What follows belongs to an exercise in optimizing a design on an open flow for small area, a short achievable clock period and few clock cycles; a production flow would make more cautious choices.
In this exercise RTL edits were held to simulation tests only and were not proved equivalent to the original.

$ cat design/flow/run.sh
#!/bin/bash
# synth_recipe.tcl (not shown) runs the flow's synth.tcl, then flattens the netlist and writes it again
# the make line also repeats each setting of config.mk as NAME=value (left out here)
make -C /OpenROAD-flow-scripts/flow DESIGN_CONFIG=/design/flow/config.mk WORK_HOME=/design/flow/orfs CLKGATE_MAP_FILE= SYNTH_SCRIPT=/design/flow/synth_recipe.tcl finish
$ cat design/flow/config.mk
export PLATFORM = sky130hd
export DESIGN_NAME = cnn_accel
export DESIGN_NICKNAME = cnn_accel
export VERILOG_FILES = /design/flow/design.v
export SDC_FILE = /design/flow/constraint.sdc
export NUM_CORES = 4
export LEC_CHECK = 0
export CAP_MARGIN = 20
export CORE_MARGIN = 2
export CORE_UTILIZATION = 40
export SLEW_MARGIN = 20
$ cat design/flow/constraint.sdc
create_clock -name core_clock -period 20.0 [get_ports {clk}]
set_input_delay 4.0000 -clock core_clock [delete_from_list [all_inputs] [get_ports {clk}]]
set_output_delay 4.0000 -clock core_clock [all_outputs]
set_load 0.01 [all_outputs]
$ cat design/flow/design.v
module booth_enc (
    input  [15:0] x,
    output [7:0]  one,
    output [7:0]  two,
    output [7:0]  neg
);
wire [16:0] xe = {x, 1'b0};
genvar k;
generate
    for (k = 0; k < 8; k = k + 1) begin : g_d
        assign one[k] = xe[2*k+1] ^ xe[2*k];
        assign two[k] = (xe[2*k+2] & ~xe[2*k+1] & ~xe[2*k]) | (~xe[2*k+2] & xe[2*k+1] & xe[2*k]);
        assign neg[k] = xe[2*k+2];
    end
endgenerate
endmodule
module mul_cs (
    input  [7:0]  one,
    input  [7:0]  two,
    input  [7:0]  neg,
    input  [15:0] w,
    output [15:0] s,
    output [15:0] c,
    output        c12
);
wire [15:0] wg = w;
wire pp_0_0 = ((one[0] & wg[0])) ^ neg[0];
wire pp_0_1 = ((one[0] & wg[1]) | (two[0] & wg[0])) ^ neg[0];
wire pp_0_2 = ((one[0] & wg[2]) | (two[0] & wg[1])) ^ neg[0];
wire pp_0_3 = ((one[0] & wg[3]) | (two[0] & wg[2])) ^ neg[0];
wire pp_0_4 = ((one[0] & wg[4]) | (two[0] & wg[3])) ^ neg[0];
wire pp_0_5 = ((one[0] & wg[5]) | (two[0] & wg[4])) ^ neg[0];
wire pp_0_6 = ((one[0] & wg[6]) | (two[0] & wg[5])) ^ neg[0];
wire pp_0_7 = ((one[0] & wg[7]) | (two[0] & wg[6])) ^ neg[0];
wire pp_0_8 = ((one[0] & wg[8]) | (two[0] & wg[7])) ^ neg[0];
wire pp_0_9 = ((one[0] & wg[9]) | (two[0] & wg[8])) ^ neg[0];
wire pp_0_10 = ((one[0] & wg[10]) | (two[0] & wg[9])) ^ neg[0];
wire pp_0_11 = ((one[0] & wg[11]) | (two[0] & wg[10])) ^ neg[0];
wire pp_0_12 = ((one[0] & wg[12]) | (two[0] & wg[11])) ^ neg[0];
wire pp_0_13 = ((one[0] & wg[13]) | (two[0] & wg[12])) ^ neg[0];
wire pp_0_14 = ((one[0] & wg[14]) | (two[0] & wg[13])) ^ neg[0];
wire pp_0_15 = ((one[0] & wg[15]) | (two[0] & wg[14])) ^ neg[0];
wire pp_0_16 = ~(((one[0] & wg[15]) | (two[0] & wg[15])) ^ neg[0]);
wire pp_1_0 = ((one[1] & wg[0])) ^ neg[1];
wire pp_1_1 = ((one[1] & wg[1]) | (two[1] & wg[0])) ^ neg[1];
wire pp_1_2 = ((one[1] & wg[2]) | (two[1] & wg[1])) ^ neg[1];
wire pp_1_3 = ((one[1] & wg[3]) | (two[1] & wg[2])) ^ neg[1];
wire pp_1_4 = ((one[1] & wg[4]) | (two[1] & wg[3])) ^ neg[1];
wire pp_1_5 = ((one[1] & wg[5]) | (two[1] & wg[4])) ^ neg[1];
wire pp_1_6 = ((one[1] & wg[6]) | (two[1] & wg[5])) ^ neg[1];
wire pp_1_7 = ((one[1] & wg[7]) | (two[1] & wg[6])) ^ neg[1];
wire pp_1_8 = ((one[1] & wg[8]) | (two[1] & wg[7])) ^ neg[1];
wire pp_1_9 = ((one[1] & wg[9]) | (two[1] & wg[8])) ^ neg[1];
wire pp_1_10 = ((one[1] & wg[10]) | (two[1] & wg[9])) ^ neg[1];
wire pp_1_11 = ((one[1] & wg[11]) | (two[1] & wg[10])) ^ neg[1];
wire pp_1_12 = ((one[1] & wg[12]) | (two[1] & wg[11])) ^ neg[1];
wire pp_1_13 = ((one[1] & wg[13]) | (two[1] & wg[12])) ^ neg[1];
wire pp_1_14 = ((one[1] & wg[14]) | (two[1] & wg[13])) ^ neg[1];
wire pp_1_15 = ((one[1] & wg[15]) | (two[1] & wg[14])) ^ neg[1];
wire pp_1_16 = ~(((one[1] & wg[15]) | (two[1] & wg[15])) ^ neg[1]);
wire pp_2_0 = ((one[2] & wg[0])) ^ neg[2];
wire pp_2_1 = ((one[2] & wg[1]) | (two[2] & wg[0])) ^ neg[2];
wire pp_2_2 = ((one[2] & wg[2]) | (two[2] & wg[1])) ^ neg[2];
wire pp_2_3 = ((one[2] & wg[3]) | (two[2] & wg[2])) ^ neg[2];
wire pp_2_4 = ((one[2] & wg[4]) | (two[2] & wg[3])) ^ neg[2];
wire pp_2_5 = ((one[2] & wg[5]) | (two[2] & wg[4])) ^ neg[2];
wire pp_2_6 = ((one[2] & wg[6]) | (two[2] & wg[5])) ^ neg[2];
wire pp_2_7 = ((one[2] & wg[7]) | (two[2] & wg[6])) ^ neg[2];
wire pp_2_8 = ((one[2] & wg[8]) | (two[2] & wg[7])) ^ neg[2];
wire pp_2_9 = ((one[2] & wg[9]) | (two[2] & wg[8])) ^ neg[2];
wire pp_2_10 = ((one[2] & wg[10]) | (two[2] & wg[9])) ^ neg[2];
wire pp_2_11 = ((one[2] & wg[11]) | (two[2] & wg[10])) ^ neg[2];
wire pp_2_12 = ((one[2] & wg[12]) | (two[2] & wg[11])) ^ neg[2];
wire pp_2_13 = ((one[2] & wg[13]) | (two[2] & wg[12])) ^ neg[2];
wire pp_2_14 = ((one[2] & wg[14]) | (two[2] & wg[13])) ^ neg[2];
wire pp_2_15 = ((one[2] & wg[15]) | (two[2] & wg[14])) ^ neg[2];
wire pp_2_16 = ~(((one[2] & wg[15]) | (two[2] & wg[15])) ^ neg[2]);
wire pp_3_0 = ((one[3] & wg[0])) ^ neg[3];
wire pp_3_1 = ((one[3] & wg[1]) | (two[3] & wg[0])) ^ neg[3];
wire pp_3_2 = ((one[3] & wg[2]) | (two[3] & wg[1])) ^ neg[3];
wire pp_3_3 = ((one[3] & wg[3]) | (two[3] & wg[2])) ^ neg[3];
wire pp_3_4 = ((one[3] & wg[4]) | (two[3] & wg[3])) ^ neg[3];
wire pp_3_5 = ((one[3] & wg[5]) | (two[3] & wg[4])) ^ neg[3];
wire pp_3_6 = ((one[3] & wg[6]) | (two[3] & wg[5])) ^ neg[3];
wire pp_3_7 = ((one[3] & wg[7]) | (two[3] & wg[6])) ^ neg[3];
wire pp_3_8 = ((one[3] & wg[8]) | (two[3] & wg[7])) ^ neg[3];
wire pp_3_9 = ((one[3] & wg[9]) | (two[3] & wg[8])) ^ neg[3];
wire pp_3_10 = ((one[3] & wg[10]) | (two[3] & wg[9])) ^ neg[3];
wire pp_3_11 = ((one[3] & wg[11]) | (two[3] & wg[10])) ^ neg[3];
wire pp_3_12 = ((one[3] & wg[12]) | (two[3] & wg[11])) ^ neg[3];
wire pp_3_13 = ((one[3] & wg[13]) | (two[3] & wg[12])) ^ neg[3];
wire pp_3_14 = ((one[3] & wg[14]) | (two[3] & wg[13])) ^ neg[3];
wire pp_3_15 = ((one[3] & wg[15]) | (two[3] & wg[14])) ^ neg[3];
wire pp_3_16 = ~(((one[3] & wg[15]) | (two[3] & wg[15])) ^ neg[3]);
wire pp_4_0 = ((one[4] & wg[0])) ^ neg[4];
wire pp_4_1 = ((one[4] & wg[1]) | (two[4] & wg[0])) ^ neg[4];
wire pp_4_2 = ((one[4] & wg[2]) | (two[4] & wg[1])) ^ neg[4];
wire pp_4_3 = ((one[4] & wg[3]) | (two[4] & wg[2])) ^ neg[4];
wire pp_4_4 = ((one[4] & wg[4]) | (two[4] & wg[3])) ^ neg[4];
wire pp_4_5 = ((one[4] & wg[5]) | (two[4] & wg[4])) ^ neg[4];
wire pp_4_6 = ((one[4] & wg[6]) | (two[4] & wg[5])) ^ neg[4];
wire pp_4_7 = ((one[4] & wg[7]) | (two[4] & wg[6])) ^ neg[4];
wire pp_4_8 = ((one[4] & wg[8]) | (two[4] & wg[7])) ^ neg[4];
wire pp_4_9 = ((one[4] & wg[9]) | (two[4] & wg[8])) ^ neg[4];
wire pp_4_10 = ((one[4] & wg[10]) | (two[4] & wg[9])) ^ neg[4];
wire pp_4_11 = ((one[4] & wg[11]) | (two[4] & wg[10])) ^ neg[4];
wire pp_4_12 = ((one[4] & wg[12]) | (two[4] & wg[11])) ^ neg[4];
wire pp_4_13 = ((one[4] & wg[13]) | (two[4] & wg[12])) ^ neg[4];
wire pp_4_14 = ((one[4] & wg[14]) | (two[4] & wg[13])) ^ neg[4];
wire pp_4_15 = ((one[4] & wg[15]) | (two[4] & wg[14])) ^ neg[4];
wire pp_4_16 = ~(((one[4] & wg[15]) | (two[4] & wg[15])) ^ neg[4]);
wire pp_5_0 = ((one[5] & wg[0])) ^ neg[5];
wire pp_5_1 = ((one[5] & wg[1]) | (two[5] & wg[0])) ^ neg[5];
wire pp_5_2 = ((one[5] & wg[2]) | (two[5] & wg[1])) ^ neg[5];
wire pp_5_3 = ((one[5] & wg[3]) | (two[5] & wg[2])) ^ neg[5];
wire pp_5_4 = ((one[5] & wg[4]) | (two[5] & wg[3])) ^ neg[5];
wire pp_5_5 = ((one[5] & wg[5]) | (two[5] & wg[4])) ^ neg[5];
wire pp_5_6 = ((one[5] & wg[6]) | (two[5] & wg[5])) ^ neg[5];
wire pp_5_7 = ((one[5] & wg[7]) | (two[5] & wg[6])) ^ neg[5];
wire pp_5_8 = ((one[5] & wg[8]) | (two[5] & wg[7])) ^ neg[5];
wire pp_5_9 = ((one[5] & wg[9]) | (two[5] & wg[8])) ^ neg[5];
wire pp_5_10 = ((one[5] & wg[10]) | (two[5] & wg[9])) ^ neg[5];
wire pp_5_11 = ((one[5] & wg[11]) | (two[5] & wg[10])) ^ neg[5];
wire pp_5_12 = ((one[5] & wg[12]) | (two[5] & wg[11])) ^ neg[5];
wire pp_5_13 = ((one[5] & wg[13]) | (two[5] & wg[12])) ^ neg[5];
wire pp_5_14 = ((one[5] & wg[14]) | (two[5] & wg[13])) ^ neg[5];
wire pp_5_15 = ((one[5] & wg[15]) | (two[5] & wg[14])) ^ neg[5];
wire pp_5_16 = ~(((one[5] & wg[15]) | (two[5] & wg[15])) ^ neg[5]);
wire pp_6_0 = ((one[6] & wg[0])) ^ neg[6];
wire pp_6_1 = ((one[6] & wg[1]) | (two[6] & wg[0])) ^ neg[6];
wire pp_6_2 = ((one[6] & wg[2]) | (two[6] & wg[1])) ^ neg[6];
wire pp_6_3 = ((one[6] & wg[3]) | (two[6] & wg[2])) ^ neg[6];
wire pp_6_4 = ((one[6] & wg[4]) | (two[6] & wg[3])) ^ neg[6];
wire pp_6_5 = ((one[6] & wg[5]) | (two[6] & wg[4])) ^ neg[6];
wire pp_6_6 = ((one[6] & wg[6]) | (two[6] & wg[5])) ^ neg[6];
wire pp_6_7 = ((one[6] & wg[7]) | (two[6] & wg[6])) ^ neg[6];
wire pp_6_8 = ((one[6] & wg[8]) | (two[6] & wg[7])) ^ neg[6];
wire pp_6_9 = ((one[6] & wg[9]) | (two[6] & wg[8])) ^ neg[6];
wire pp_6_10 = ((one[6] & wg[10]) | (two[6] & wg[9])) ^ neg[6];
wire pp_6_11 = ((one[6] & wg[11]) | (two[6] & wg[10])) ^ neg[6];
wire pp_6_12 = ((one[6] & wg[12]) | (two[6] & wg[11])) ^ neg[6];
wire pp_6_13 = ((one[6] & wg[13]) | (two[6] & wg[12])) ^ neg[6];
wire pp_6_14 = ((one[6] & wg[14]) | (two[6] & wg[13])) ^ neg[6];
wire pp_6_15 = ((one[6] & wg[15]) | (two[6] & wg[14])) ^ neg[6];
wire pp_7_0 = ((one[7] & wg[0])) ^ neg[7];
wire pp_7_1 = ((one[7] & wg[1]) | (two[7] & wg[0])) ^ neg[7];
wire pp_7_2 = ((one[7] & wg[2]) | (two[7] & wg[1])) ^ neg[7];
wire pp_7_3 = ((one[7] & wg[3]) | (two[7] & wg[2])) ^ neg[7];
wire pp_7_4 = ((one[7] & wg[4]) | (two[7] & wg[3])) ^ neg[7];
wire pp_7_5 = ((one[7] & wg[5]) | (two[7] & wg[4])) ^ neg[7];
wire pp_7_6 = ((one[7] & wg[6]) | (two[7] & wg[5])) ^ neg[7];
wire pp_7_7 = ((one[7] & wg[7]) | (two[7] & wg[6])) ^ neg[7];
wire pp_7_8 = ((one[7] & wg[8]) | (two[7] & wg[7])) ^ neg[7];
wire pp_7_9 = ((one[7] & wg[9]) | (two[7] & wg[8])) ^ neg[7];
wire pp_7_10 = ((one[7] & wg[10]) | (two[7] & wg[9])) ^ neg[7];
wire pp_7_11 = ((one[7] & wg[11]) | (two[7] & wg[10])) ^ neg[7];
wire pp_7_12 = ((one[7] & wg[12]) | (two[7] & wg[11])) ^ neg[7];
wire pp_7_13 = ((one[7] & wg[13]) | (two[7] & wg[12])) ^ neg[7];
wire hs0 = pp_0_10 ^ pp_1_8;
wire hc0 = pp_0_10 & pp_1_8;
wire hs1 = pp_0_11 ^ pp_1_9;
wire hc1 = pp_0_11 & pp_1_9;
wire tfs0 = pp_0_12 ^ pp_1_10;
wire fs0 = tfs0 ^ pp_2_8;
wire fc0 = (pp_0_12 & pp_1_10) | (tfs0 & pp_2_8);
wire hs2 = pp_3_6 ^ pp_4_4;
wire hc2 = pp_3_6 & pp_4_4;
wire tfs1 = pp_0_13 ^ pp_1_11;
wire fs1 = tfs1 ^ pp_2_9;
wire fc1 = (pp_0_13 & pp_1_11) | (tfs1 & pp_2_9);
wire hs3 = pp_3_7 ^ pp_4_5;
wire hc3 = pp_3_7 & pp_4_5;
wire tfs2 = pp_0_14 ^ pp_1_12;
wire fs2 = tfs2 ^ pp_2_10;
wire fc2 = (pp_0_14 & pp_1_12) | (tfs2 & pp_2_10);
wire tfs3 = pp_3_8 ^ pp_4_6;
wire fs3 = tfs3 ^ pp_5_4;
wire fc3 = (pp_3_8 & pp_4_6) | (tfs3 & pp_5_4);
wire hs4 = pp_6_2 ^ pp_7_0;
wire hc4 = pp_6_2 & pp_7_0;
wire tfs4 = pp_0_15 ^ pp_1_13;
wire fs4 = tfs4 ^ pp_2_11;
wire fc4 = (pp_0_15 & pp_1_13) | (tfs4 & pp_2_11);
wire tfs5 = pp_3_9 ^ pp_4_7;
wire fs5 = tfs5 ^ pp_5_5;
wire fc5 = (pp_3_9 & pp_4_7) | (tfs5 & pp_5_5);
wire hs5 = pp_6_3 ^ pp_7_1;
wire hc5 = pp_6_3 & pp_7_1;
wire tfs6 = pp_0_16 ^ pp_1_14;
wire fs6 = tfs6 ^ pp_2_12;
wire fc6 = (pp_0_16 & pp_1_14) | (tfs6 & pp_2_12);
wire tfs7 = pp_3_10 ^ pp_4_8;
wire fs7 = tfs7 ^ pp_5_6;
wire fc7 = (pp_3_10 & pp_4_8) | (tfs7 & pp_5_6);
wire tfs8 = pp_6_4 ^ pp_7_2;
wire fs8 = tfs8 ^ 1'b1;
wire fc8 = (pp_6_4 & pp_7_2) | (tfs8 & 1'b1);
wire tfs9 = pp_1_15 ^ pp_2_13;
wire fs9 = tfs9 ^ pp_3_11;
wire fc9 = (pp_1_15 & pp_2_13) | (tfs9 & pp_3_11);
wire tfs10 = pp_4_9 ^ pp_5_7;
wire fs10 = tfs10 ^ pp_6_5;
wire fc10 = (pp_4_9 & pp_5_7) | (tfs10 & pp_6_5);
wire hs6 = pp_7_3 ^ 1'b1;
wire hc6 = pp_7_3 & 1'b1;
wire tfs11 = pp_1_16 ^ pp_2_14;
wire fs11 = tfs11 ^ pp_3_12;
wire fc11 = (pp_1_16 & pp_2_14) | (tfs11 & pp_3_12);
wire tfs12 = pp_4_10 ^ pp_5_8;
wire fs12 = tfs12 ^ pp_6_6;
wire fc12 = (pp_4_10 & pp_5_8) | (tfs12 & pp_6_6);
wire tfs13 = pp_2_15 ^ pp_3_13;
wire fs13 = tfs13 ^ pp_4_11;
wire fc13 = (pp_2_15 & pp_3_13) | (tfs13 & pp_4_11);
wire hs7 = pp_5_9 ^ pp_6_7;
wire hc7 = pp_5_9 & pp_6_7;
wire tfs14 = pp_2_16 ^ pp_3_14;
wire fs14 = tfs14 ^ pp_4_12;
wire fc14 = (pp_2_16 & pp_3_14) | (tfs14 & pp_4_12);
wire hs8 = pp_3_15 ^ pp_4_13;
wire hc8 = pp_3_15 & pp_4_13;
wire hs9 = pp_0_6 ^ pp_1_4;
wire hc9 = pp_0_6 & pp_1_4;
wire hs10 = pp_0_7 ^ pp_1_5;
wire hc10 = pp_0_7 & pp_1_5;
wire tfs15 = pp_0_8 ^ pp_1_6;
wire fs15 = tfs15 ^ pp_2_4;
wire fc15 = (pp_0_8 & pp_1_6) | (tfs15 & pp_2_4);
wire hs11 = pp_3_2 ^ pp_4_0;
wire hc11 = pp_3_2 & pp_4_0;
wire tfs16 = pp_0_9 ^ pp_1_7;
wire fs16 = tfs16 ^ pp_2_5;
wire fc16 = (pp_0_9 & pp_1_7) | (tfs16 & pp_2_5);
wire hs12 = pp_3_3 ^ pp_4_1;
wire hc12 = pp_3_3 & pp_4_1;
wire tfs17 = hs0 ^ pp_2_6;
wire fs17 = tfs17 ^ pp_3_4;
wire fc17 = (hs0 & pp_2_6) | (tfs17 & pp_3_4);
wire tfs18 = pp_4_2 ^ pp_5_0;
wire fs18 = tfs18 ^ neg[5];
wire fc18 = (pp_4_2 & pp_5_0) | (tfs18 & neg[5]);
wire tfs19 = hc0 ^ hs1;
wire fs19 = tfs19 ^ pp_2_7;
wire fc19 = (hc0 & hs1) | (tfs19 & pp_2_7);
wire tfs20 = pp_3_5 ^ pp_4_3;
wire fs20 = tfs20 ^ pp_5_1;
wire fc20 = (pp_3_5 & pp_4_3) | (tfs20 & pp_5_1);
wire tfs21 = hc1 ^ fs0;
wire fs21 = tfs21 ^ hs2;
wire fc21 = (hc1 & fs0) | (tfs21 & hs2);
wire tfs22 = pp_5_2 ^ pp_6_0;
wire fs22 = tfs22 ^ neg[6];
wire fc22 = (pp_5_2 & pp_6_0) | (tfs22 & neg[6]);
wire tfs23 = fc0 ^ hc2;
wire fs23 = tfs23 ^ fs1;
wire fc23 = (fc0 & hc2) | (tfs23 & fs1);
wire tfs24 = hs3 ^ pp_5_3;
wire fs24 = tfs24 ^ pp_6_1;
wire fc24 = (hs3 & pp_5_3) | (tfs24 & pp_6_1);
wire tfs25 = fc1 ^ hc3;
wire fs25 = tfs25 ^ fs2;
wire fc25 = (fc1 & hc3) | (tfs25 & fs2);
wire tfs26 = fs3 ^ hs4;
wire fs26 = tfs26 ^ neg[7];
wire fc26 = (fs3 & hs4) | (tfs26 & neg[7]);
wire tfs27 = fc2 ^ fc3;
wire fs27 = tfs27 ^ hc4;
wire fc27 = (fc2 & fc3) | (tfs27 & hc4);
wire tfs28 = fs4 ^ fs5;
wire fs28 = tfs28 ^ hs5;
wire fc28 = (fs4 & fs5) | (tfs28 & hs5);
wire tfs29 = fc4 ^ fc5;
wire fs29 = tfs29 ^ hc5;
wire fc29 = (fc4 & fc5) | (tfs29 & hc5);
wire tfs30 = fs6 ^ fs7;
wire fs30 = tfs30 ^ fs8;
wire fc30 = (fs6 & fs7) | (tfs30 & fs8);
wire tfs31 = fc6 ^ fc7;
wire fs31 = tfs31 ^ fc8;
wire fc31 = (fc6 & fc7) | (tfs31 & fc8);
wire tfs32 = fs9 ^ fs10;
wire fs32 = tfs32 ^ hs6;
wire fc32 = (fs9 & fs10) | (tfs32 & hs6);
wire tfs33 = fc9 ^ fc10;
wire fs33 = tfs33 ^ hc6;
wire fc33 = (fc9 & fc10) | (tfs33 & hc6);
wire tfs34 = fs11 ^ fs12;
wire fs34 = tfs34 ^ pp_7_4;
wire fc34 = (fs11 & fs12) | (tfs34 & pp_7_4);
wire tfs35 = fc11 ^ fc12;
wire fs35 = tfs35 ^ fs13;
wire fc35 = (fc11 & fc12) | (tfs35 & fs13);
wire tfs36 = hs7 ^ pp_7_5;
wire fs36 = tfs36 ^ 1'b1;
wire fc36 = (hs7 & pp_7_5) | (tfs36 & 1'b1);
wire tfs37 = fc13 ^ hc7;
wire fs37 = tfs37 ^ fs14;
wire fc37 = (fc13 & hc7) | (tfs37 & fs14);
wire tfs38 = pp_5_10 ^ pp_6_8;
wire fs38 = tfs38 ^ pp_7_6;
wire fc38 = (pp_5_10 & pp_6_8) | (tfs38 & pp_7_6);
wire tfs39 = fc14 ^ hs8;
wire fs39 = tfs39 ^ pp_5_11;
wire fc39 = (fc14 & hs8) | (tfs39 & pp_5_11);
wire tfs40 = pp_6_9 ^ pp_7_7;
wire fs40 = tfs40 ^ 1'b1;
wire fc40 = (pp_6_9 & pp_7_7) | (tfs40 & 1'b1);
wire tfs41 = hc8 ^ pp_3_16;
wire fs41 = tfs41 ^ pp_4_14;
wire fc41 = (hc8 & pp_3_16) | (tfs41 & pp_4_14);
wire tfs42 = pp_5_12 ^ pp_6_10;
wire fs42 = tfs42 ^ pp_7_8;
wire fc42 = (pp_5_12 & pp_6_10) | (tfs42 & pp_7_8);
wire tfs43 = pp_4_15 ^ pp_5_13;
wire fs43 = tfs43 ^ pp_6_11;
wire fc43 = (pp_4_15 & pp_5_13) | (tfs43 & pp_6_11);
wire hs13 = pp_7_9 ^ 1'b1;
wire hc13 = pp_7_9 & 1'b1;
wire tfs44 = pp_4_16 ^ pp_5_14;
wire fs44 = tfs44 ^ pp_6_12;
wire fc44 = (pp_4_16 & pp_5_14) | (tfs44 & pp_6_12);
wire hs14 = pp_5_15 ^ pp_6_13;
wire hc14 = pp_5_15 & pp_6_13;
wire hs15 = pp_0_4 ^ pp_1_2;
wire hc15 = pp_0_4 & pp_1_2;
wire hs16 = pp_0_5 ^ pp_1_3;
wire hc16 = pp_0_5 & pp_1_3;
wire tfs45 = hs9 ^ pp_2_2;
wire fs45 = tfs45 ^ pp_3_0;
wire fc45 = (hs9 & pp_2_2) | (tfs45 & pp_3_0);
wire tfs46 = hc9 ^ hs10;
wire fs46 = tfs46 ^ pp_2_3;
wire fc46 = (hc9 & hs10) | (tfs46 & pp_2_3);
wire tfs47 = hc10 ^ fs15;
wire fs47 = tfs47 ^ hs11;
wire fc47 = (hc10 & fs15) | (tfs47 & hs11);
wire tfs48 = fc15 ^ hc11;
wire fs48 = tfs48 ^ fs16;
wire fc48 = (fc15 & hc11) | (tfs48 & fs16);
wire tfs49 = fc16 ^ hc12;
wire fs49 = tfs49 ^ fs17;
wire fc49 = (fc16 & hc12) | (tfs49 & fs17);
wire tfs50 = fc17 ^ fc18;
wire fs50 = tfs50 ^ fs19;
wire fc50 = (fc17 & fc18) | (tfs50 & fs19);
wire tfs51 = fc19 ^ fc20;
wire fs51 = tfs51 ^ fs21;
wire fc51 = (fc19 & fc20) | (tfs51 & fs21);
wire tfs52 = fc21 ^ fc22;
wire fs52 = tfs52 ^ fs23;
wire fc52 = (fc21 & fc22) | (tfs52 & fs23);
wire tfs53 = fc23 ^ fc24;
wire fs53 = tfs53 ^ fs25;
wire fc53 = (fc23 & fc24) | (tfs53 & fs25);
wire tfs54 = fc25 ^ fc26;
wire fs54 = tfs54 ^ fs27;
wire fc54 = (fc25 & fc26) | (tfs54 & fs27);
wire tfs55 = fc27 ^ fc28;
wire fs55 = tfs55 ^ fs29;
wire fc55 = (fc27 & fc28) | (tfs55 & fs29);
wire tfs56 = fc29 ^ fc30;
wire fs56 = tfs56 ^ fs31;
wire fc56 = (fc29 & fc30) | (tfs56 & fs31);
wire tfs57 = fc31 ^ fc32;
wire fs57 = tfs57 ^ fs33;
wire fc57 = (fc31 & fc32) | (tfs57 & fs33);
wire tfs58 = fc33 ^ fc34;
wire fs58 = tfs58 ^ fs35;
wire fc58 = (fc33 & fc34) | (tfs58 & fs35);
wire tfs59 = fc35 ^ fc36;
wire fs59 = tfs59 ^ fs37;
wire fc59 = (fc35 & fc36) | (tfs59 & fs37);
wire tfs60 = fc37 ^ fc38;
wire fs60 = tfs60 ^ fs39;
wire fc60 = (fc37 & fc38) | (tfs60 & fs39);
wire tfs61 = fc39 ^ fc40;
wire fs61 = tfs61 ^ fs41;
wire fc61 = (fc39 & fc40) | (tfs61 & fs41);
wire tfs62 = fc41 ^ fc42;
wire fs62 = tfs62 ^ fs43;
wire fc62 = (fc41 & fc42) | (tfs62 & fs43);
wire tfs63 = fc43 ^ hc13;
wire fs63 = tfs63 ^ fs44;
wire fc63 = (fc43 & hc13) | (tfs63 & fs44);
wire tfs64 = fc44 ^ hs14;
wire fs64 = tfs64 ^ pp_7_11;
wire fc64 = (fc44 & hs14) | (tfs64 & pp_7_11);
wire tfs65 = hc14 ^ pp_5_16;
wire fs65 = tfs65 ^ pp_6_14;
wire fc65 = (hc14 & pp_5_16) | (tfs65 & pp_6_14);
wire hs17 = pp_6_15 ^ pp_7_13;
wire hc17 = pp_6_15 & pp_7_13;
wire hs18 = pp_0_2 ^ pp_1_0;
wire hc18 = pp_0_2 & pp_1_0;
wire hs19 = pp_0_3 ^ pp_1_1;
wire hc19 = pp_0_3 & pp_1_1;
wire tfs66 = hs15 ^ pp_2_0;
wire fs66 = tfs66 ^ neg[2];
wire fc66 = (hs15 & pp_2_0) | (tfs66 & neg[2]);
wire tfs67 = hc15 ^ hs16;
wire fs67 = tfs67 ^ pp_2_1;
wire fc67 = (hc15 & hs16) | (tfs67 & pp_2_1);
wire tfs68 = hc16 ^ fs45;
wire fs68 = tfs68 ^ neg[3];
wire fc68 = (hc16 & fs45) | (tfs68 & neg[3]);
wire tfs69 = fc45 ^ fs46;
wire fs69 = tfs69 ^ pp_3_1;
wire fc69 = (fc45 & fs46) | (tfs69 & pp_3_1);
wire tfs70 = fc46 ^ fs47;
wire fs70 = tfs70 ^ neg[4];
wire fc70 = (fc46 & fs47) | (tfs70 & neg[4]);
wire tfs71 = fc47 ^ fs48;
wire fs71 = tfs71 ^ hs12;
wire fc71 = (fc47 & fs48) | (tfs71 & hs12);
wire tfs72 = fc48 ^ fs49;
wire fs72 = tfs72 ^ fs18;
wire fc72 = (fc48 & fs49) | (tfs72 & fs18);
wire tfs73 = fc49 ^ fs50;
wire fs73 = tfs73 ^ fs20;
wire fc73 = (fc49 & fs50) | (tfs73 & fs20);
wire tfs74 = fc50 ^ fs51;
wire fs74 = tfs74 ^ fs22;
wire fc74 = (fc50 & fs51) | (tfs74 & fs22);
wire tfs75 = fc51 ^ fs52;
wire fs75 = tfs75 ^ fs24;
wire fc75 = (fc51 & fs52) | (tfs75 & fs24);
wire tfs76 = fc52 ^ fs53;
wire fs76 = tfs76 ^ fs26;
wire fc76 = (fc52 & fs53) | (tfs76 & fs26);
wire tfs77 = fc53 ^ fs54;
wire fs77 = tfs77 ^ fs28;
wire fc77 = (fc53 & fs54) | (tfs77 & fs28);
wire tfs78 = fc54 ^ fs55;
wire fs78 = tfs78 ^ fs30;
wire fc78 = (fc54 & fs55) | (tfs78 & fs30);
wire tfs79 = fc55 ^ fs56;
wire fs79 = tfs79 ^ fs32;
wire fc79 = (fc55 & fs56) | (tfs79 & fs32);
wire tfs80 = fc56 ^ fs57;
wire fs80 = tfs80 ^ fs34;
wire fc80 = (fc56 & fs57) | (tfs80 & fs34);
wire tfs81 = fc57 ^ fs58;
wire fs81 = tfs81 ^ fs36;
wire fc81 = (fc57 & fs58) | (tfs81 & fs36);
wire tfs82 = fc58 ^ fs59;
wire fs82 = tfs82 ^ fs38;
wire fc82 = (fc58 & fs59) | (tfs82 & fs38);
wire tfs83 = fc59 ^ fs60;
wire fs83 = tfs83 ^ fs40;
wire fc83 = (fc59 & fs60) | (tfs83 & fs40);
wire tfs84 = fc60 ^ fs61;
wire fs84 = tfs84 ^ fs42;
wire fc84 = (fc60 & fs61) | (tfs84 & fs42);
wire tfs85 = fc61 ^ fs62;
wire fs85 = tfs85 ^ hs13;
wire fc85 = (fc61 & fs62) | (tfs85 & hs13);
wire tfs86 = fc62 ^ fs63;
wire fs86 = tfs86 ^ pp_7_10;
wire fc86 = (fc62 & fs63) | (tfs86 & pp_7_10);
wire tfs87 = fc63 ^ fs64;
wire fs87 = tfs87 ^ 1'b1;
wire fc87 = (fc63 & fs64) | (tfs87 & 1'b1);
wire tfs88 = fc64 ^ fs65;
wire fs88 = tfs88 ^ pp_7_12;
wire fc88 = (fc64 & fs65) | (tfs88 & pp_7_12);
wire tfs89 = fc65 ^ hs17;
wire fs89 = tfs89 ^ 1'b1;
wire fc89 = (fc65 & hs17) | (tfs89 & 1'b1);
wire [27:0] ra = {fc88, fc87, fc86, fc85, fc84, fc83, fc82, fc81, fc80, fc79, fc78, fc77, fc76, fc75, fc74, fc73, fc72, fc71, fc70, fc69, fc68, fc67, fc66, hc19, hc18, hs18, pp_0_1, pp_0_0};
wire [27:0] rb = {fs89, fs88, fs87, fs86, fs85, fs84, fs83, fs82, fs81, fs80, fs79, fs78, fs77, fs76, fs75, fs74, fs73, fs72, fs71, fs70, fs69, fs68, fs67, fs66, hs19, neg[1], 1'b0, neg[0]};
wire [12:0] lo = {1'b0, ra[11:0]} + {1'b0, rb[11:0]};
assign s = ra[27:12];
assign c = rb[27:12];
assign c12 = lo[12];
endmodule
module cnn_accel (
    input         clk,
    input         rst_n,       
    input         cnn_start,   
    output        cnn_finish,  
    output        mem_we,
    output [19:0] mem_addr,
    output [15:0] mem_wdata,
    input  [15:0] mem_rdata
);
localparam P = 8;            
localparam S_IDLE  = 3'd0;
localparam S_INIT  = 3'd1;   
localparam S_X     = 3'd2;   
localparam S_W     = 3'd3;   
localparam S_DRAIN = 3'd4;   
localparam S_WR    = 3'd5;   
localparam S_PR    = 3'd6;   
localparam S_PD    = 3'd7;   
localparam K_NONE = 2'd0;
localparam K_X    = 2'd1;
localparam K_W    = 2'd2;
localparam K_P    = 2'd3;
reg [2:0]  st;
reg        fin_q;
reg        we_q;
reg [19:0] addr_q;
reg [15:0] wdata_q;
assign cnn_finish = fin_q;
assign mem_we     = we_q;
assign mem_addr   = addr_q;
assign mem_wdata  = wdata_q;
reg [4:0] lay;
wire [19:0] c_in      = ({20{lay[0]}} & 20'd2) | ({20{lay[1]}} & 20'd17906) | ({20{lay[2]}} & 20'd34306) | ({20{lay[3]}} & 20'd53890) | ({20{lay[4]}} & 20'd566914);  
wire [19:0] c_w       = ({20{lay[0]}} & 20'd3074) | ({20{lay[1]}} & 20'd21506) | ({20{lay[2]}} & 20'd35458) | ({20{lay[3]}} & 20'd54914) | ({20{lay[4]}} & 20'd567414);  
wire [19:0] c_out     = ({20{lay[0]}} & 20'd3506) | ({20{lay[1]}} & 20'd29698) | ({20{lay[2]}} & 20'd53890) | ({20{lay[3]}} & 20'd566914) | ({20{lay[4]}} & 20'd572414);  
wire [10:0] c_n       = ({11{lay[0]}} & 11'd27) | ({11{lay[1]}} & 11'd256) | ({11{lay[2]}} & 11'd288) | ({11{lay[3]}} & 11'd1024) | ({11{lay[4]}} & 11'd500);  
wire [1:0] c_kmax    = ({2{lay[0]}} & 2'd2) | ({2{lay[1]}} & 2'd3) | ({2{lay[2]}} & 2'd2) | ({2{lay[3]}} & 2'd3);  
wire [4:0] c_ohmax   = ({5{lay[0]}} & 5'd29) | ({5{lay[1]}} & 5'd11) | ({5{lay[2]}} & 5'd3);  
wire [5:0] c_gmax    = ({6{lay[0]}} & 6'd1) | ({6{lay[1]}} & 6'd3) | ({6{lay[2]}} & 6'd7) | ({6{lay[3]}} & 6'd62) | ({6{lay[4]}} & 6'd1);  
wire [2:0] c_orem    = ({3{lay[3]}} & 3'd4) | ({3{lay[4]}} & 3'd2);  
wire c_skip    = (lay[1] & 1'b1) | (lay[2] & 1'b1) | (lay[3] & 1'b1) | (lay[4] & 1'b1);  
wire [19:0] c_xrow    = ({20{lay[0]}} & 20'd30) | ({20{lay[1]}} & 20'd12) | ({20{lay[2]}} & 20'd4) | ({20{lay[3]}} & 20'd1) | ({20{lay[4]}} & 20'd1);  
wire [19:0] c_xch     = ({20{lay[0]}} & 20'd958) | ({20{lay[1]}} & 20'd177) | ({20{lay[2]}} & 20'd22) | ({20{lay[3]}} & 20'd1) | ({20{lay[4]}} & 20'd1);  
wire [19:0] c_ohsq    = ({20{lay[0]}} & 20'd900) | ({20{lay[1]}} & 20'd144) | ({20{lay[2]}} & 20'd16) | ({20{lay[3]}} & 20'd1) | ({20{lay[4]}} & 20'd1);  
wire [19:0] c_wgrp    = ({20{lay[0]}} & 20'd189) | ({20{lay[1]}} & 20'd1792) | ({20{lay[2]}} & 20'd2016) | ({20{lay[3]}} & 20'd7168) | ({20{lay[4]}} & 20'd3500);  
wire [19:0] c_wagrp   = ({20{lay[0]}} & 20'd7200) | ({20{lay[1]}} & 20'd1152) | ({20{lay[2]}} & 20'd128) | ({20{lay[3]}} & 20'd8) | ({20{lay[4]}} & 20'd8);  
wire [19:0] c_wapos   = ({20{lay[0]}} & 20'd1041377) | ({20{lay[1]}} & 20'd1045121) | ({20{lay[2]}} & 20'd1047681) | ({20{lay[3]}} & 20'd1048081) | ({20{lay[4]}} & 20'd1048569);  
wire [19:0] c_xgrp    = ({20{lay[0]}} & 20'd1045504) | ({20{lay[1]}} & 20'd1044976) | ({20{lay[2]}} & 20'd1047424) | ({20{lay[3]}} & 20'd1047552) | ({20{lay[4]}} & 20'd1048076);  
wire [19:0] c_xpos    = ({20{lay[0]}} & 20'd1045505) | ({20{lay[1]}} & 20'd1044977) | ({20{lay[2]}} & 20'd1047425) | ({20{lay[3]}} & 20'd1047553) | ({20{lay[4]}} & 20'd1048077);  
wire [19:0] c_xrowend = ({20{lay[0]}} & 20'd1045507) | ({20{lay[1]}} & 20'd1044980) | ({20{lay[2]}} & 20'd1047427) | ({20{lay[3]}} & 20'd1047556) | ({20{lay[4]}} & 20'd1048077);  
wire [19:0] c_pin     = lay[0] ? 20'd3506 : 20'd29698;  
wire [19:0] c_pout    = lay[0] ? 20'd17906 : 20'd34306;  
wire [19:0] c_pdown   = lay[0] ? 20'd29 : 20'd11;  
wire [19:0] c_pup     = lay[0] ? 20'd1048547 : 20'd1048565;  
wire [3:0] c_pomax   = lay[0] ? 4'd14 : 4'd5;  
wire [11:0] c_pwin    = lay[0] ? 12'd3600 : 12'd1152;  
wire c_relu = ~lay[4];
reg [19:0] xa;          
reg [19:0] wt;          
reg [19:0] wa;          
reg [11:0] tr;          
reg [1:0]  kc, kr;      
reg [3:0]  k;           
reg [5:0]  og;          
reg [4:0]  oc, orow;    
reg        ft;          
reg        pv;          
reg f_tr1, f_skip, f_kc, f_kr, f_lg, f_loc, f_lpos, f_prow;
always @(posedge clk) begin
    f_tr1  <= (tr == 12'd1);
    f_skip <= c_skip && (tr == 12'd4);
    f_kc   <= (kc == c_kmax);
    f_kr   <= (kr == c_kmax);
    f_lg   <= (og == c_gmax);
    f_loc  <= (oc == c_ohmax);
    f_lpos <= (oc == c_ohmax) && (orow == c_ohmax);
    f_prow <= (oc[3:0] == c_pomax);
end
wire last_k = (k == P - 1);
reg [1:0]  i_kind;      
reg        i_f;         
wire [19:0] addr_add = addr_q + ((st == S_W) ? {9'd0, c_n} : c_ohsq);
reg  [19:0] xa_inc;
always @(*) begin
    if (st == S_X)
        xa_inc = !f_kc ? 20'd1 : !f_kr ? c_xrow : c_xch;
    else if (st == S_WR)
        xa_inc = !f_lg ? c_xgrp : f_loc ? c_xrowend : c_xpos;
    else if (k == 4'd1)
        xa_inc = c_pdown;
    else if (k == 4'd4)
        xa_inc = f_prow ? 20'd1 : c_pup;
    else
        xa_inc = 20'd1;
end
wire [19:0] xa_add = xa + xa_inc;
wire [19:0] wt_add = wt + ((st == S_W) ? 20'd1 : c_wgrp);
wire [19:0] wa_add = wa + ((st != S_WR) ? 20'd1 : !f_lg ? c_wagrp : c_wapos);
always @(posedge clk or negedge rst_n) begin
    if (!rst_n) begin
        st    <= S_IDLE;
        fin_q <= 1'b0;
        we_q  <= 1'b0;
    end else begin
        fin_q <= 1'b0;
        we_q  <= 1'b0;
        case (st)
        S_IDLE:  if (cnn_start) st <= S_INIT;
        S_INIT:  st <= S_X;
        S_X:     st <= S_W;
        S_W:     if (last_k) st <= f_tr1 ? S_DRAIN : S_X;
        S_DRAIN: if (k == 4'd5) st <= S_WR;
        S_WR: begin
            we_q <= !(f_lg && c_orem != 3'd0 && k >= c_orem);
            if (last_k) begin
                if (!f_lg || !f_lpos)     st <= S_X;
                else if (lay[0] | lay[1]) st <= S_PR;
                else if (lay[4]) begin fin_q <= 1'b1; st <= S_IDLE; end
                else                      st <= S_INIT;
            end
        end
        S_PR: begin
            if (k == 4'd3) we_q <= pv;
            if (k == 4'd4 && f_tr1) st <= S_PD;
        end
        S_PD: begin
            if (k == 4'd3) begin
                we_q <= 1'b1;
                st   <= S_INIT;
            end
        end
        endcase
    end
end
always @(posedge clk) begin
    i_kind <= K_NONE;
    i_f    <= 1'b0;
    addr_q <= addr_add;
    case (st)
    S_IDLE: begin
        lay <= 5'b00001;
        kc  <= 2'd0;
        kr  <= 2'd0;
    end
    S_INIT: begin
        xa <= c_in; wt <= c_w; wa <= c_out; tr <= {1'b0, c_n};
        og <= 6'd0; oc <= 5'd0; orow <= 5'd0; ft <= 1'b1;
    end
    S_X: begin
        addr_q <= xa;
        i_kind <= K_X;
        xa <= xa_add;
        kc <= f_kc ? 2'd0 : kc + 2'd1;
        if (f_kc) kr <= f_kr ? 2'd0 : kr + 2'd1;
        k  <= 4'd0;
    end
    S_W: begin
        if (k == 4'd0) begin
            addr_q <= wt;
            wt <= wt_add;
        end
        i_kind <= f_skip ? K_NONE : K_W;
        i_f <= ft;
        k <= k + 4'd1;
        if (last_k) begin
            ft <= 1'b0;
            tr <= tr - 12'd1;
            k  <= 4'd0;
        end
    end
    S_DRAIN: begin
        k <= (k == 4'd5) ? 4'd0 : k + 4'd1;
    end
    S_WR: begin
        if (k == 4'd0) addr_q <= wa;
        k <= k + 4'd1;
        if (last_k) begin
            k  <= 4'd0;
            tr <= {1'b0, c_n};
            ft <= 1'b1;
            xa <= xa_add;
            wa <= wa_add;
            if (!f_lg) begin
                og <= og + 6'd1;
                wt <= wt_add;
            end else if (!f_lpos) begin
                og <= 6'd0;
                wt <= c_w;
                oc <= f_loc ? 5'd0 : oc + 5'd1;
                if (f_loc) orow <= orow + 5'd1;
            end else if (lay[0] | lay[1]) begin
                xa <= c_pin; wa <= c_pout; tr <= c_pwin; oc <= 5'd0; pv <= 1'b0;
            end else begin
                lay <= {lay[3:0], 1'b0};
            end
        end
    end
    S_PR: begin
        addr_q <= xa;
        if (k != 4'd3) begin
            i_kind <= K_P;
            xa <= xa_add;
        end else begin
            addr_q <= wa;
            if (pv) wa <= wa_add;
            pv <= 1'b1;
        end
        i_f <= (k == 4'd0);
        k <= k + 4'd1;
        if (k == 4'd4) begin
            k  <= 4'd0;
            oc <= f_prow ? 5'd0 : oc + 5'd1;
            tr <= tr - 12'd1;
        end
    end
    S_PD: begin
        addr_q <= wa;
        k <= k + 4'd1;
        if (k == 4'd3) begin
            k   <= 4'd0;
            lay <= {lay[3:0], 1'b0};
        end
    end
    endcase
end
reg [1:0] d1_kind, d2_kind, d3_kind;
reg       d1_f, d2_f, d3_f, d3_w;
always @(posedge clk) begin
    d1_kind <= i_kind;  d1_f <= i_f;
    d2_kind <= d1_kind; d2_f <= d1_f;
    d3_kind <= d2_kind; d3_f <= d2_f;
    d3_w    <= (d2_kind == K_W);
end
reg [15:0] rd_q;        
reg [7:0]  x_one, x_two, x_neg;   
reg [15:0] ps, pc;      
reg        pc12;        
reg        e_v;         
reg        e_f;         
reg [15:0] ring [0:P];
wire [7:0] b_one, b_two, b_neg;
booth_enc u_enc (.x(rd_q), .one(b_one), .two(b_two), .neg(b_neg));
wire [15:0] ms, mc;
wire        mc12;
mul_cs u_mul (.one(x_one), .two(x_two), .neg(x_neg), .w(rd_q),
              .s(ms), .c(mc), .c12(mc12));
wire [15:0] base = e_f ? 16'd0 : ring[P];
wire [15:0] qs   = e_v ? ps : 16'd0;
wire [15:0] qc   = e_v ? pc : 16'd0;
wire [15:0] as   = base ^ qs ^ qc;
wire [15:0] ac   = (base & qs) | (base & qc) | (qs & qc);
wire [15:0] acc  = as + {ac[14:0], e_v & pc12};
integer j;
always @(posedge clk) begin
    rd_q <= mem_rdata;
    if (d3_kind == K_X) begin
        x_one <= b_one;
        x_two <= b_two;
        x_neg <= b_neg;
    end
    ps   <= ms;
    pc   <= mc;
    pc12 <= mc12;
    e_v  <= d3_w;
    e_f  <= d3_f;
    ring[0] <= acc;
    for (j = 1; j <= P; j = j + 1) ring[j] <= ring[j-1];
    if (d3_kind == K_P) begin
        if (d3_f || rd_q > wdata_q) wdata_q <= rd_q;
    end else if (st == S_WR) begin
        wdata_q <= (c_relu && ring[P][15]) ? 16'd0 : ring[P];
    end
end
endmodule
==> impl_metrics.tcl, run 1 <==
set metrics [dict create \
    drive_above_1_share_pct 6.16 \
    hpwl_um 44400 \
    worstSetupPathType "reg2out" \
    critPathLaunchType "register" \
    crit_path_end_kind "primary output" \
    ios 57 \
    vias 17400 \
    fp.dieH_um 242 \
    mappedNetlistArea_sq_um 22600 \
    overflow 0 \
    cts_buffers 45 \
    synth_enable_flop_cells 143 \
    final.period_utilization_pct 28.0 \
    crit_path_cell_trace "clkdlybuf4s50_1" \
    synth_cells 2273 \
    cts-resized-gates 0 \
    finalHoldViolations 0 \
    start_util_pct 40.3 \
    synth_warnings 2 \
    drt_iter0_markers 1662 \
    rsz0062_at_grt "false" \
    portBuffers 56 \
    outcome "finished clean" \
    vias_per_cell 5.65 \
    async_flop_share_pct 1.30 \
    finalSetupViolations 0 \
    antenna_found_initial 1 \
    grt_pass1_wl_um 98300 \
    setup_tns_ns 0 \
    gp_congestion 0.951 \
    path_buf_inv 1 \
    dr.pass1.iters 6 \
    ys.flop_type "dfxtp_1" \
    row_count 87 \
    maxCapViolations 0 \
    areaGrowthSynthToFinish_pct 12.6 \
    crit_path_max_incr_delay_ns 0.58 \
    clkTransAtPathRegs_ns 0.06 \
    htreeDepth 2 \
    cts_sinks 384 \
    synth_cell_types 77 \
    worst_ep_required_time_ns 16.00 \
    tightestPinTransition_ns 1.18 \
    cts_hold_buf 0 \
    hp-class "reg2reg" \
    cts_root_buf "clkbuf_16" \
    postCtsSetupRepairBufs 0 \
    fin_nets 2542 \
    postRouteAntennaNets 0 \
    synthTopCellsByArea "dfxtp_1 21%, edfxtp_1 19%, fa_1 8.8%, ha_1 7.6%, xnor2_1 4.4%" \
    grt_max_degree 34 \
    die-area_sq_um 58500 \
    grt_pass1_vias 17200 \
    diodes 0 \
    crit_fanout 6 \
    ys_seq_elements 384 \
    whs_ns 0.295 \
    yosysSeqAreaShare_pct 40.4 \
    fp.coreArea_sq_um 56200 \
    relSlewSlack_pct 20.8 \
    skew_ns 0.0371 \
    routed_wl_um 62500 \
    synth.avg_cell_area_sq_um 9.96 \
    drv_slew 0 \
    timing.fmax_ghz 0.179 \
    yosysTopAreaCell "dfxtp_1" \
    cts_max_path_buffers 3 \
    synth_nets 2530 \
    drc 0 \
    clock_latency_ns 0.60 \
    wl_per_cell_um 20.3 \
    track_usage_pct 21.3 \
    netlist.area_leader.share_pct 20.9 \
    dieWidth_um 242 \
    slowest_stage "clkdlybuf4s50_1" \
    arrival_ns 1.59 \
    cts_tree "done" \
    crit_family "buffers and inverters" \
    period_needed_ns 5.59 \
]
==> cell families (layout without fill, tap and decap cells) <==
group | Yosys count | in the layout | share of synthesized area, %
adder cells (fa/ha/maj) | 238 | 238 | 16.5
AO/OA/AOI/OAI | 589 | 589 | 17.5
buffers and inverters | 277 | 325 | 4.63
AND/OR/NAND/NOR | 549 | 549 | 11.8
flip-flops | 384 | 384 | 40.4
XOR/XNOR | 227 | 227 | 8.78
multiplexers | 9 | 9 | 0.420
==> final timing paths <==
path	to	from	cells past startpoint	slack, ns
setup / recovery	mem_addr[16]	addr_q[16]	1	14.41
hold / removal	ring[8][11]	ring[7][11]	0	0.29
setup reg to reg	xa[18]	st[0]	16	15.46
hold reg to reg	ring[8][11]	ring[7][11]	0	0.29
max in group asynchronous	st[0]	rst_n	1	16.15
min in group asynchronous	we_q	rst_n	1	3.65
==> area by class of cell <==
| cell class | count | area [sq um] |
|---|---|---|
| clock buffer | 53 | 1200 |
| clock inverter | 30 | 355 |
| fill | 5408 | 30700 |
| inverter | 152 | 571 |
| multi-input combinational | 1612 | 12500 |
| sequential | 384 | 9140 |
| tap | 756 | 946 |
| timing repair buffer | 90 | 816 |
==> layer usage <==
layer	global-route usage, %	part of all wire, %
met2	33.7	46
met3	3.86	6.9
met4	7.84	3.6
met5	0	0
met1	29.0	44
==> cell usage after synthesis (19+ instances only) <==
library cell	count
fa_1	100
edfxtp_1	143
nand3_1	34
a22oi_1	122
nor2b_1	34
o21a_1	37
xor2_1	112
dfxtp_1	236
nor2_1	148
and2_1	46
nand2_1	137
a21oi_1	98
ha_1	138
inv_1	151
a31oi_1	24
o21ai_0	119
clkbuf_1	101
a21o_1	21
nor3_1	45
a22o_1	20
o211ai_1	19
xnor2_1	115
==> cell usage in the layout (no fill, tap or decap), drive strengths merged, types with 8 or more instances in the layout <==
master,n
o2111ai,9
a22o,20
clkbuf,53
o31a,8
inv,157
and2,48
nand3,34
xnor2,115
dfxtp,236
a21oi,98
nand2,138
and3,16
fa,100
nor2,148
a22oi,122
nor4,12
nand4,16
clkinv,18
o21a,37
a21o,22
or2,9
o21ai,123
xor2,112
o22ai,11
a21boi,10
nand2b,16
ha,138
nor3,45
edfxtp,143
o211ai,20
a31oi,24
nor2b,34
or3,9
buf,34
o31ai,15
clkdlybuf4s50,56
a211oi,15
==> per-stage QoR <==
stage | cell area (sq um) | std cells | utilization, % | setup slack [ns]
after floorplan | 22600 | 2273 | - | 15.33
after global placement | 24000 | 2994 | 42.6 | 14.88
after detailed placement | 24000 | 2994 | 42.7 | 14.84
after CTS | 25500 | 3077 | 45.4 | 14.36
after global routing | 25500 | 3077 | 45.4 | 14.31
final | 25500 | 3077 | 45.4 | 14.41
==> sequential cells by signal (all words and copies together) (netlist names), 16 cells and up <==
name and cells:
addr_q 20, pc 16, ps 16, rd_q 16, ring 144, wa 20
wdata_q 16, wt 20, xa 20
Testbench counts, summed over its fixed seeds: cycles 8,236,887.
==> inputs of run 2 (changes only) <==
--- a/design/flow/design.v
+++ b/design/flow/design.v
@@ -488,10 +488,9 @@
 localparam S_INIT  = 3'd1;   
 localparam S_X     = 3'd2;   
 localparam S_W     = 3'd3;   
-localparam S_DRAIN = 3'd4;   
-localparam S_WR    = 3'd5;   
-localparam S_PR    = 3'd6;   
-localparam S_PD    = 3'd7;   
+localparam S_WR    = 3'd4;   
+localparam S_PR    = 3'd5;   
+localparam S_PD    = 3'd6;   
 localparam K_NONE = 2'd0;
 localparam K_X    = 2'd1;
 localparam K_W    = 2'd2;
@@ -518,12 +517,11 @@
 wire [19:0] c_xrow    = ({20{lay[0]}} & 20'd30) | ({20{lay[1]}} & 20'd12) | ({20{lay[2]}} & 20'd4) | ({20{lay[3]}} & 20'd1) | ({20{lay[4]}} & 20'd1);  
 wire [19:0] c_xch     = ({20{lay[0]}} & 20'd958) | ({20{lay[1]}} & 20'd177) | ({20{lay[2]}} & 20'd22) | ({20{lay[3]}} & 20'd1) | ({20{lay[4]}} & 20'd1);  
 wire [19:0] c_ohsq    = ({20{lay[0]}} & 20'd900) | ({20{lay[1]}} & 20'd144) | ({20{lay[2]}} & 20'd16) | ({20{lay[3]}} & 20'd1) | ({20{lay[4]}} & 20'd1);  
-wire [19:0] c_wgrp    = ({20{lay[0]}} & 20'd189) | ({20{lay[1]}} & 20'd1792) | ({20{lay[2]}} & 20'd2016) | ({20{lay[3]}} & 20'd7168) | ({20{lay[4]}} & 20'd3500);  
-wire [19:0] c_wagrp   = ({20{lay[0]}} & 20'd7200) | ({20{lay[1]}} & 20'd1152) | ({20{lay[2]}} & 20'd128) | ({20{lay[3]}} & 20'd8) | ({20{lay[4]}} & 20'd8);  
-wire [19:0] c_wapos   = ({20{lay[0]}} & 20'd1041377) | ({20{lay[1]}} & 20'd1045121) | ({20{lay[2]}} & 20'd1047681) | ({20{lay[3]}} & 20'd1048081) | ({20{lay[4]}} & 20'd1048569);  
-wire [19:0] c_xgrp    = ({20{lay[0]}} & 20'd1045504) | ({20{lay[1]}} & 20'd1044976) | ({20{lay[2]}} & 20'd1047424) | ({20{lay[3]}} & 20'd1047552) | ({20{lay[4]}} & 20'd1048076);  
-wire [19:0] c_xpos    = ({20{lay[0]}} & 20'd1045505) | ({20{lay[1]}} & 20'd1044977) | ({20{lay[2]}} & 20'd1047425) | ({20{lay[3]}} & 20'd1047553) | ({20{lay[4]}} & 20'd1048077);  
-wire [19:0] c_xrowend = ({20{lay[0]}} & 20'd1045507) | ({20{lay[1]}} & 20'd1044980) | ({20{lay[2]}} & 20'd1047427) | ({20{lay[3]}} & 20'd1047556) | ({20{lay[4]}} & 20'd1048077);  
+wire [19:0] c_wnext   = ({20{lay[0]}} & 20'd1048388) | ({20{lay[1]}} & 20'd1046785) | ({20{lay[2]}} & 20'd1046561) | ({20{lay[3]}} & 20'd1041409) | ({20{lay[4]}} & 20'd1045077);  
+wire [19:0] c_wapos7  = ({20{lay[0]}} & 20'd1035077) | ({20{lay[1]}} & 20'd1044113) | ({20{lay[2]}} & 20'd1047569) | ({20{lay[3]}} & 20'd1048074) | ({20{lay[4]}} & 20'd1048562);  
+wire [19:0] c_xlg     = ({20{lay[0]}} & 20'd1046462) | ({20{lay[1]}} & 20'd1045153) | ({20{lay[2]}} & 20'd1047446) | ({20{lay[3]}} & 20'd1047553) | ({20{lay[4]}} & 20'd1048077);  
+wire [19:0] c_xlp     = ({20{lay[0]}} & 20'd1046463) | ({20{lay[1]}} & 20'd1045154) | ({20{lay[2]}} & 20'd1047447) | ({20{lay[3]}} & 20'd1047554) | ({20{lay[4]}} & 20'd1048078);  
+wire [19:0] c_xlr     = ({20{lay[0]}} & 20'd1046465) | ({20{lay[1]}} & 20'd1045157) | ({20{lay[2]}} & 20'd1047449) | ({20{lay[3]}} & 20'd1047557) | ({20{lay[4]}} & 20'd1048078);  
 wire [19:0] c_pin     = lay[0] ? 20'd3506 : 20'd29698;  
 wire [19:0] c_pout    = lay[0] ? 20'd17906 : 20'd34306;  
 wire [19:0] c_pdown   = lay[0] ? 20'd29 : 20'd11;  
@@ -541,6 +539,7 @@
 reg [4:0]  oc, orow;    
 reg        ft;          
 reg        pv;          
+reg [1:0]  wsel;        
 reg f_tr1, f_skip, f_kc, f_kr, f_lg, f_loc, f_lpos, f_prow;
 always @(posedge clk) begin
     f_tr1  <= (tr == 12'd1);
@@ -555,23 +554,19 @@
 wire last_k = (k == P - 1);
 reg [1:0]  i_kind;      
 reg        i_f;         
-wire [19:0] addr_add = addr_q + ((st == S_W) ? {9'd0, c_n} : c_ohsq);
-reg  [19:0] xa_inc;
+reg  [19:0] ainc;
 always @(*) begin
-    if (st == S_X)
-        xa_inc = !f_kc ? 20'd1 : !f_kr ? c_xrow : c_xch;
-    else if (st == S_WR)
-        xa_inc = !f_lg ? c_xgrp : f_loc ? c_xrowend : c_xpos;
-    else if (k == 4'd1)
-        xa_inc = c_pdown;
-    else if (k == 4'd4)
-        xa_inc = f_prow ? 20'd1 : c_pup;
-    else
-        xa_inc = 20'd1;
+    case (st)
+    S_X:     ainc = wsel[1] ? c_wapos7 : ft ? c_ohsq : c_wnext;
+    S_W:     ainc = (k != 4'd0) ? {9'd0, c_n} :
+                    f_tr1 ? (!f_lg ? c_xlg : f_loc ? c_xlr : c_xlp) :
+                    !f_kc ? 20'd1 : !f_kr ? c_xrow : c_xch;
+    S_WR:    ainc = (k != 4'd0) ? c_ohsq : 20'd1;
+    default: ainc = (k == 4'd0) ? (f_prow ? 20'd1 : c_pup) :
+                    (k == 4'd2) ? c_pdown : 20'd1;
+    endcase
 end
-wire [19:0] xa_add = xa + xa_inc;
-wire [19:0] wt_add = wt + ((st == S_W) ? 20'd1 : c_wgrp);
-wire [19:0] wa_add = wa + ((st != S_WR) ? 20'd1 : !f_lg ? c_wagrp : c_wapos);
+wire [19:0] a_add = addr_q + ainc;
 always @(posedge clk or negedge rst_n) begin
     if (!rst_n) begin
         st    <= S_IDLE;
@@ -584,8 +579,7 @@
         S_IDLE:  if (cnn_start) st <= S_INIT;
         S_INIT:  st <= S_X;
         S_X:     st <= S_W;
-        S_W:     if (last_k) st <= f_tr1 ? S_DRAIN : S_X;
-        S_DRAIN: if (k == 4'd5) st <= S_WR;
+        S_W:     if (last_k) st <= f_tr1 ? S_WR : S_X;
         S_WR: begin
             we_q <= !(f_lg && c_orem != 3'd0 && k >= c_orem);
             if (last_k) begin
@@ -605,13 +599,14 @@
                 st   <= S_INIT;
             end
         end
+        default: st <= S_IDLE;
         endcase
     end
 end
 always @(posedge clk) begin
     i_kind <= K_NONE;
     i_f    <= 1'b0;
-    addr_q <= addr_add;
+    addr_q <= a_add;
     case (st)
     S_IDLE: begin
         lay <= 5'b00001;
@@ -620,12 +615,14 @@
     end
     S_INIT: begin
         xa <= c_in; wt <= c_w; wa <= c_out; tr <= {1'b0, c_n};
-        og <= 6'd0; oc <= 5'd0; orow <= 5'd0; ft <= 1'b1;
+        og <= 6'd0; oc <= 5'd0; orow <= 5'd0; ft <= 1'b1; wsel <= 2'b00;
     end
     S_X: begin
         addr_q <= xa;
         i_kind <= K_X;
-        xa <= xa_add;
+        if (!ft) wt <= a_add;
+        if (wsel != 2'b00) wa <= a_add;
+        wsel <= 2'b00;
         kc <= f_kc ? 2'd0 : kc + 2'd1;
         if (f_kc) kr <= f_kr ? 2'd0 : kr + 2'd1;
         k  <= 4'd0;
@@ -633,7 +630,7 @@
     S_W: begin
         if (k == 4'd0) begin
             addr_q <= wt;
-            wt <= wt_add;
+            xa <= a_add;
         end
         i_kind <= f_skip ? K_NONE : K_W;
         i_f <= ft;
@@ -644,24 +641,21 @@
             k  <= 4'd0;
         end
     end
-    S_DRAIN: begin
-        k <= (k == 4'd5) ? 4'd0 : k + 4'd1;
-    end
     S_WR: begin
-        if (k == 4'd0) addr_q <= wa;
+        if (k == 4'd0) begin
+            addr_q <= wa;
+            wt <= f_lg ? c_w : a_add;
+        end
         k <= k + 4'd1;
         if (last_k) begin
             k  <= 4'd0;
             tr <= {1'b0, c_n};
             ft <= 1'b1;
-            xa <= xa_add;
-            wa <= wa_add;
+            wsel <= {f_lg, ~f_lg};
             if (!f_lg) begin
                 og <= og + 6'd1;
-                wt <= wt_add;
             end else if (!f_lpos) begin
                 og <= 6'd0;
-                wt <= c_w;
                 oc <= f_loc ? 5'd0 : oc + 5'd1;
                 if (f_loc) orow <= orow + 5'd1;
             end else if (lay[0] | lay[1]) begin
@@ -672,22 +666,22 @@
         end
     end
     S_PR: begin
-        addr_q <= xa;
-        if (k != 4'd3) begin
-            i_kind <= K_P;
-            xa <= xa_add;
-        end else begin
-            addr_q <= wa;
-            if (pv) wa <= wa_add;
-            pv <= 1'b1;
-        end
+        if (k != 4'd3) i_kind <= K_P;
         i_f <= (k == 4'd0);
         k <= k + 4'd1;
-        if (k == 4'd4) begin
+        case (k)
+        4'd0: if (!pv) addr_q <= xa;   
+        4'd3: begin addr_q <= wa; xa <= a_add; end
+        4'd4: begin
+            addr_q <= xa;
+            if (pv) wa <= a_add;
+            pv <= 1'b1;
             k  <= 4'd0;
             oc <= f_prow ? 5'd0 : oc + 5'd1;
             tr <= tr - 12'd1;
         end
+        default: ;
+        endcase
     end
     S_PD: begin
         addr_q <= wa;
@@ -697,6 +691,7 @@
             lay <= {lay[3:0], 1'b0};
         end
     end
+    default: ;
     endcase
 end
 reg [1:0] d1_kind, d2_kind, d3_kind;
@@ -744,7 +739,7 @@
     if (d3_kind == K_P) begin
         if (d3_f || rd_q > wdata_q) wdata_q <= rd_q;
     end else if (st == S_WR) begin
-        wdata_q <= (c_relu && ring[P][15]) ? 16'd0 : ring[P];
+        wdata_q <= (c_relu && ring[2][15]) ? 16'd0 : ring[2];
     end
 end
 endmodule
==> impl_metrics.tcl, run 2 <==
set metrics [dict create \
    grt_max_degree 56 \
    async_flop_share_pct 1.30 \
    crit_path_cell_trace "clkdlybuf4s50_1" \
    synth_nets 2417 \
    finalSetupViolations 0 \
    mappedNetlistArea_sq_um 21800 \
    postRouteAntennaNets 0 \
    ios 57 \
    synthTopCellsByArea "dfxtp_1 22%, edfxtp_1 20%, fa_1 9.1%, ha_1 5.3%, a22oi_1 4.9%" \
    crit_family "buffers and inverters" \
    diodes 0 \
    setup_tns_ns 0 \
    yosysSeqAreaShare_pct 42.2 \
    synth_warnings 2 \
    final_common_cell "dfxtp_1" \
    clkTransAtPathRegs_ns 0.06 \
    fp.dieH_um 238 \
    fin_nets 2394 \
    start_util_pct 40.5 \
    worstSetupPathType "reg2out" \
    finish.utilization_pct 45.3 \
    drt_iter0_markers 1820 \
    fp.coreArea_sq_um 53900 \
    cts_tree "done" \
    arrival_ns 1.74 \
    crit_path_max_incr_delay_ns 0.62 \
    track_usage_pct 23.0 \
    ys.flop_type "dfxtp_1" \
    relSlewSlack_pct 23.4 \
    vias_per_cell 5.85 \
    grt_pass1_vias 17500 \
    wl_met2_um 30900 \
    rsz0062_at_grt "false" \
    synth.most_common_cell "dfxtp_1" \
    crit_path_end_kind "primary output" \
    finalHoldViolations 0 \
    largest_reg_flops 144 \
    grt_pass1_wl_um 101000 \
    cts_root_buf "clkbuf_16" \
    routed_wl_um 64800 \
    timing.fmax_ghz 0.174 \
    worst_ep_required_time_ns 16.00 \
    areaGrowthSynthToFinish_pct 11.8 \
    period_needed_ns 5.74 \
    postCtsSetupRepairBufs 0 \
    hpwl_um 44600 \
    synth_enable_flop_cells 145 \
    htreeDepth 2 \
    outcome "finished clean" \
    drv_slew 0 \
    top_register "ring" \
    critPathLaunchType "register" \
    ys_seq_elements 386 \
    synth_cell_types 88 \
    gp_congestion 0.981 \
    drive_above_1_share_pct 6.62 \
    drc 0 \
    cts_sinks 386 \
    cts-resized-gates 0 \
    reg2reg_slack_ns 14.79 \
    dr_wl_met3_um 4750 \
    cts_max_path_buffers 3 \
    row_count 85 \
    maxCapViolations 0 \
    synth_cells 2207 \
    final.period_utilization_pct 28.7 \
    path_buf_inv 1 \
    dr.pass1.iters 6 \
    clock_latency_ns 0.59 \
    netlist.area_leader.share_pct 21.6 \
    cts_hold_buf 0 \
    highest_layer "met4" \
    antenna_found_initial 0 \
    wl_per_cell_um 22.2 \
    cts_buffers 44 \
    layout_common_cells "236 x dfxtp_1, 157 x inv_1, 146 x nor2_1" \
    die-area_sq_um 56400 \
    overflow 0 \
    yosysTopAreaCell "dfxtp_1" \
    synth.avg_cell_area_sq_um 9.89 \
    skew_ns 0.0252 \
    crit_fanout 2 \
    portBuffers 56 \
    wl_met1_um 25900 \
    tightestPinTransition_ns 1.15 \
    vias 17100 \
    hp-class "reg2reg" \
    dieWidth_um 238 \
    slowest_stage "clkdlybuf4s50_1" \
    synthTopCellsByCount "236 x dfxtp_1, 157 x inv_1, 149 x nor2_1, 145 x edfxtp_1, 142 x a22oi_1" \
]
-- run 2: layout make-up --
class / instances / area [sq um]
fillers: 5048 / 29500
multi-input cells: 1498 / 11400
flip-flops and latches: 386 / 9200
clock buffers: 62 / 1250
well taps: 696 / 871
repair buffers: 93 / 838
inverters: 161 / 604
clock inverters: 19 / 199
-- run 2: per-stage QoR --
step / setup slack (ns) / cell area (sq um) / hold WS [ns] / instances
floorplan: 15.32 / 21800 / 0.310 / 2207
global placement: 14.63 / 22900 / 0.310 / 2834
detailed placement: 14.61 / 22900 / 0.312 / 2834
CTS: 14.25 / 24400 / 0.318 / 2915
global route: 14.23 / 24400 / 0.319 / 2915
finish: 14.26 / 24400 / 0.318 / 2915
-- run 2: cell families after synthesis --
family | after synthesis | synth area share, %
AO/OA/AOI/OAI | 614 | 18.5
AND/OR/NAND/NOR | 478 | 10.5
flip-flops | 386 | 42.2
buffers and inverters | 323 | 5.67
XOR/XNOR | 200 | 8.06
adder cells (fa/ha/maj) | 191 | 14.4
multiplexers | 15 | 0.762
-- run 2: metal layers --
metal | track usage, % | vias to the layer above
met4 | 11.1 | 0
met5 | 0 | -
met3 | 3.72 | 218
li1 | - | 7709
met2 | 38.7 | 825
met1 | 28.8 | 8298
-- run 2: path summary, 6_finish.rpt --
check	start	endpoint	cells after the start
max	addr_q[6]	mem_addr[6]	1
min reg2reg	ring[5][3]	ring[6][3]	0
min in group asynchronous	rst_n	st[0]	1
min	ring[5][3]	ring[6][3]	0
max in group asynchronous	rst_n	we_q	1
max reg2reg	lay[0]	wa[12]	18
Testbench counts of run 2, summed over its fixed seeds: cycles 8,190,645.

[port drivers added, routing unchanged]
The results above use ideal ports. As a check the final layouts listed here were re-extracted and re-timed, cells and wires unchanged.
Step 1, drivers: a clkbuf_16 drives clk and a buf_2 each remaining input, both assumed.
Step 2 times the ports against the registers' clock, not the clock port: input delays grow and output delays shrink by t, the midpoint of the rising clock arrivals with the driver on.
a / b / c = ideal ports / drivers / drivers and shift; a / b = the first two.
| run | t, ns | slack for setup (ns) | worst hold slack (ns) | latest minus earliest clock arrival (ns) |
|---|---|---|---|---|
| run 1 | 0.637 | 14.408 / 14.354 / 14.824 | 0.295 / 0.295 / 0.295 | 0.039 / 0.039 |
| run 2 | 0.632 | 14.256 / 14.199 / 14.634 | 0.318 / 0.318 / 0.318 | 0.028 / 0.028 |
After both steps every run listed still meets setup and hold.
